This is an optimization exercise on Yosys and OpenROAD, whose aim is small area and a short achievable clock period, not a production implementation. Only simulation tests tie the RTL to the original design; equivalence was not proved. No activity file was given, so power comes from the tool's default toggle rates.

==> branch garnet: inputs <==
==> flow/design.v (excerpt) <==
module complex(clk, a0, a1, b0, b1, im, re);
  input clk;
  input [7:0] a0, a1, b0, b1;
  output reg [15:0] im, re;
  wire [15:0] re_d, im_d;
  wire rs1;
  wire rc2;
  wire rs3;
  wire rc4;
  wire rs5;
  wire rc6;
  wire rs7;
  wire rc8;
  wire rs9;
  wire rc10;
  wire rs11;
  wire rc12;
  wire rs13;
  wire rc14;
  wire rs15;
  wire rc16;
  wire rs17;
  wire rc18;
  wire rs19;
  wire rc20;
  wire rs21;
  wire rc22;
  wire rs23;
  wire rc24;
  wire rs25;
  wire rc26;
  wire rs27;
  wire rc28;
  wire rs29;
  wire rc30;
  wire rs31;
  wire rc32;
  wire rs33;
  wire rc34;
  wire rs35;
  wire rc36;
  wire rs37;
  wire rc38;
  wire rs39;
  wire rc40;
  wire rs41;
  wire rc42;
  wire rs43;
  wire rc44;
  wire rs45;
  wire rc46;
  wire rs47;
  wire rc48;
  wire rs49;
  wire rc50;
  wire rs51;
  wire rc52;
  wire rs53;
  wire rc54;
  wire rs55;
  wire rc56;
  wire rs57;
  wire rc58;
  wire rs59;
  wire rc60;
  wire rs61;
  wire rc62;
  wire rs63;
  wire rc64;
  wire rn65;
  wire rs66;
  wire rc67;
  wire rs68;
  wire rc69;
  wire rs70;
  wire rc71;
  wire rs72;
  wire rc73;
  wire rs74;
  wire rc75;
  wire rs76;
  wire rc77;
  wire rs78;
  wire rc79;
  wire rs80;
  wire rc81;
  wire rs82;
  wire rc83;
  wire rs84;
  wire rc85;
  wire rs86;
  wire rc87;
  wire rs88;
  wire rc89;
  wire rs90;
  wire rc91;
  wire rs92;
  wire rc93;
  wire rs94;
  wire rc95;
  wire rs96;
  wire rc97;
  wire rs98;
  wire rc99;
  wire rs100;
  wire rc101;
  wire rs102;
  wire rc103;
  wire rs104;
  ...
export LEC_CHECK = 0
export CAP_MARGIN = 20
export CORE_MARGIN = 2
export CORE_UTILIZATION = 40
export PLACE_DENSITY = 0.6
export SETUP_SLACK_MARGIN = 4.4
export SLEW_MARGIN = 20
export SYNTH_HIERARCHICAL = 1
export TNS_END_PERCENT = 0
create_clock -name core_clock -period 10.0 [get_ports {clk}]
standard.sh (not shown) runs the stock make flow with config.mk's settings and CLKGATE_MAP_FILE= SYNTH_SCRIPT=/design/flow/synth_recipe.tcl, a recipe that flattens the netlist after the stock synthesis.
==> flow/flow/run.sh <==
#!/bin/bash
set -o pipefail
export BUFFER_PORTS_ARGS="-buffer_cell sky130_fd_sc_hd__buf_1"
export CTS_ARGS="-sink_clustering_enable -sink_clustering_size 32 -sink_clustering_max_diameter 200 -buf_list sky130_fd_sc_hd__clkbuf_8 -dont_use_dummy_load -repair_clock_nets"
cp standard.sh standard_sh.txt 2>/dev/null
bash standard.sh > standard.log 2>&1
==> inputs of branch quartz, as changes to branch garnet <==
--- a/flow/config.mk
+++ b/flow/config.mk
@@ -11,5 +11,5 @@
 export PLACE_DENSITY = 0.6
-export SETUP_SLACK_MARGIN = 4.4
+export SETUP_SLACK_MARGIN = 4.2
 export SLEW_MARGIN = 20
 export SYNTH_HIERARCHICAL = 1
-export TNS_END_PERCENT = 0
+export TNS_END_PERCENT = 0.0
==> inputs of branch fjord, as changes to branch garnet <==
==> flow/flow/run.sh (replaced) <==
#!/bin/bash
set -o pipefail
export BUFFER_PORTS_ARGS="-buffer_cell sky130_fd_sc_hd__buf_1"
cp standard.sh standard_sh.txt 2>/dev/null
bash standard.sh > standard.log 2>&1
--- a/flow/config.mk
+++ b/flow/config.mk
@@ -10,6 +10,8 @@
 export CORE_UTILIZATION = 40
+export CTS_BUF_LIST = sky130_fd_sc_hd__clkbuf_8
+export CTS_CLUSTER_DIAMETER = 200
+export CTS_CLUSTER_SIZE = 32
 export PLACE_DENSITY = 0.6
-export SETUP_SLACK_MARGIN = 4.4
+export SETUP_SLACK_MARGIN = 4.6
 export SLEW_MARGIN = 20
 export SYNTH_HIERARCHICAL = 1
-export TNS_END_PERCENT = 0
==> inputs of branch onyx, as changes to branch garnet <==
==> flow/flow/run.sh (replaced) <==
#!/bin/bash
set -o pipefail
export BUFFER_PORTS_ARGS="-buffer_cell sky130_fd_sc_hd__buf_1"
cp standard.sh standard_sh.txt 2>/dev/null
bash standard.sh > standard.log 2>&1
--- a/flow/config.mk
+++ b/flow/config.mk
@@ -10,2 +10,5 @@
 export CORE_UTILIZATION = 40
+export CTS_BUF_LIST = sky130_fd_sc_hd__clkbuf_8
+export CTS_CLUSTER_DIAMETER = 200
+export CTS_CLUSTER_SIZE = 32
 export PLACE_DENSITY = 0.6
@@ -14,2 +17,2 @@
 export SYNTH_HIERARCHICAL = 1
-export TNS_END_PERCENT = 0
+export TNS_END_PERCENT = 20
==> qor summary <==
| item | branch garnet | branch quartz | branch onyx | branch fjord |
|---|---|---|---|---|
| Outcome | timing/DRC/antenna clean | timing/DRC/antenna clean | timing/DRC/antenna clean | timing/DRC/antenna clean |
| GRT met1 Usage | 0.241 | 0.244 | 0.257 | 0.246 |
| Timing startpoint of the critical path | b0[0] | b0[2] | b0[3] | b1[2] |
| Post-cts gate resize count | 84 | 47 | 126 | 133 |
| Share of power burned in registers | 0.091 | 0.096 | 0.085 | 0.080 |
| Flip-flop and latch share of the layout cell area | 0.0788 | 0.0808 | 0.0780 | 0.0748 |
| Power consumption | 2.82 mW | 2.66 mW | 2.98 mW | 3.18 mW |
| Combinational group share of total power | 0.875 | 0.869 | 0.877 | 0.884 |
| Reported sequential group power | 0.256 mW | 0.255 mW | 0.255 mW | 0.255 mW |
| Buffers & Inverters on Critical Path | 2 | 2 | 3 | 2 |
| Non-clock buffer share of cell area | 0.0776 | 0.0601 | 0.0770 | 0.0970 |
| Detailed Route Iter0 Violations | 230 | 230 | 209 | 305 |
| Total of fill cells in the finished design | 1,747 | 1,793 | 1,725 | 1,696 |
| Met3 routed WL | 1020 µm | 881 µm | 927 µm | 932 µm |
| Util after Layout | 0.451 | 0.440 | 0.456 | 0.475 |
| Setup Fix Bufs, Post-CTS | 6 | 1 | 7 | 17 |
| Int Power | 1.48 mW | 1.35 mW | 1.56 mW | 1.66 mW |
| Met3 demand-to-capacity share in global routing | 0.0313 | 0.0217 | 0.0275 | 0.0224 |
| Smallest setup slack after layout | 4450 ps | 4310 ps | 4470 ps | 4500 ps |
| Worst Min Path Start | a1[0] | a0[0] | a0[0] | a0[0] |
| P per Cell Area | 347 nW/µm² | 336 nW/µm² | 363 nW/µm² | 371 nW/µm² |
| Worst hold path endpoint | re[0]$_DFF_P_ | im[0]$_DFF_P_ | im[0]$_DFF_P_ | im[0]$_DFF_P_ |
| DP Worst Slack | 3400 ps | 3410 ps | 3460 ps | 3510 ps |
| Fin crit period | 5550 ps | 5690 ps | 5530 ps | 5500 ps |
| Via count normalized by instance count | 5.03 | 5.02 | 5.05 | 5.02 |
| Share of power burned in the clock network | 0.035 | 0.036 | 0.038 | 0.036 |
| Post-placement cell area | 7590 µm² | 7590 µm² | 7600 µm² | 7690 µm² |

[what the ideal ports hide]
The flow's constraints put no driver on any port. The routed layouts listed below were extracted and timed again, unchanged, in two steps. Step 1 sets driving cells, clkbuf_16 on the clock port and buf_2 on the other inputs (assumed; they add their load-dependent delay and slew). Step 2 moves the port delays by t, midway between the first and last clock arrival at a register: inputs arrive t later, outputs are due t later. That takes back most of the time a late clock gives input paths. Three values: no drivers, after step 1, after step 2; two values: the first two.
| run | t (ns) | setup WS [ns] | hold slack, ns | slew at the worst register clock pin (ns) | cell pins on the clock port's net |
|---|---|---|---|---|---|
| branch garnet | 0.339 | 4.450 / 4.451 / 4.113 | 2.017 / 2.027 / 2.366 | 0.08 / 0.08 | 1 |
| branch quartz | 0.336 | 4.313 / 4.319 / 3.983 | 2.032 / 2.028 / 2.364 | 0.07 / 0.07 | 1 |
| branch fjord | 0.348 | 4.502 / 4.479 / 4.130 | 2.017 / 2.019 / 2.368 | 0.08 / 0.08 | 1 |
| branch onyx | 0.351 | 4.467 / 4.475 / 4.124 | 2.014 / 2.018 / 2.369 | 0.07 / 0.07 | 1 |
After both steps every run listed still meets setup and hold. For branch fjord, which loses most, drivers alone change the setup slack by -0.023 ns; drivers and shift together by -0.372 ns.
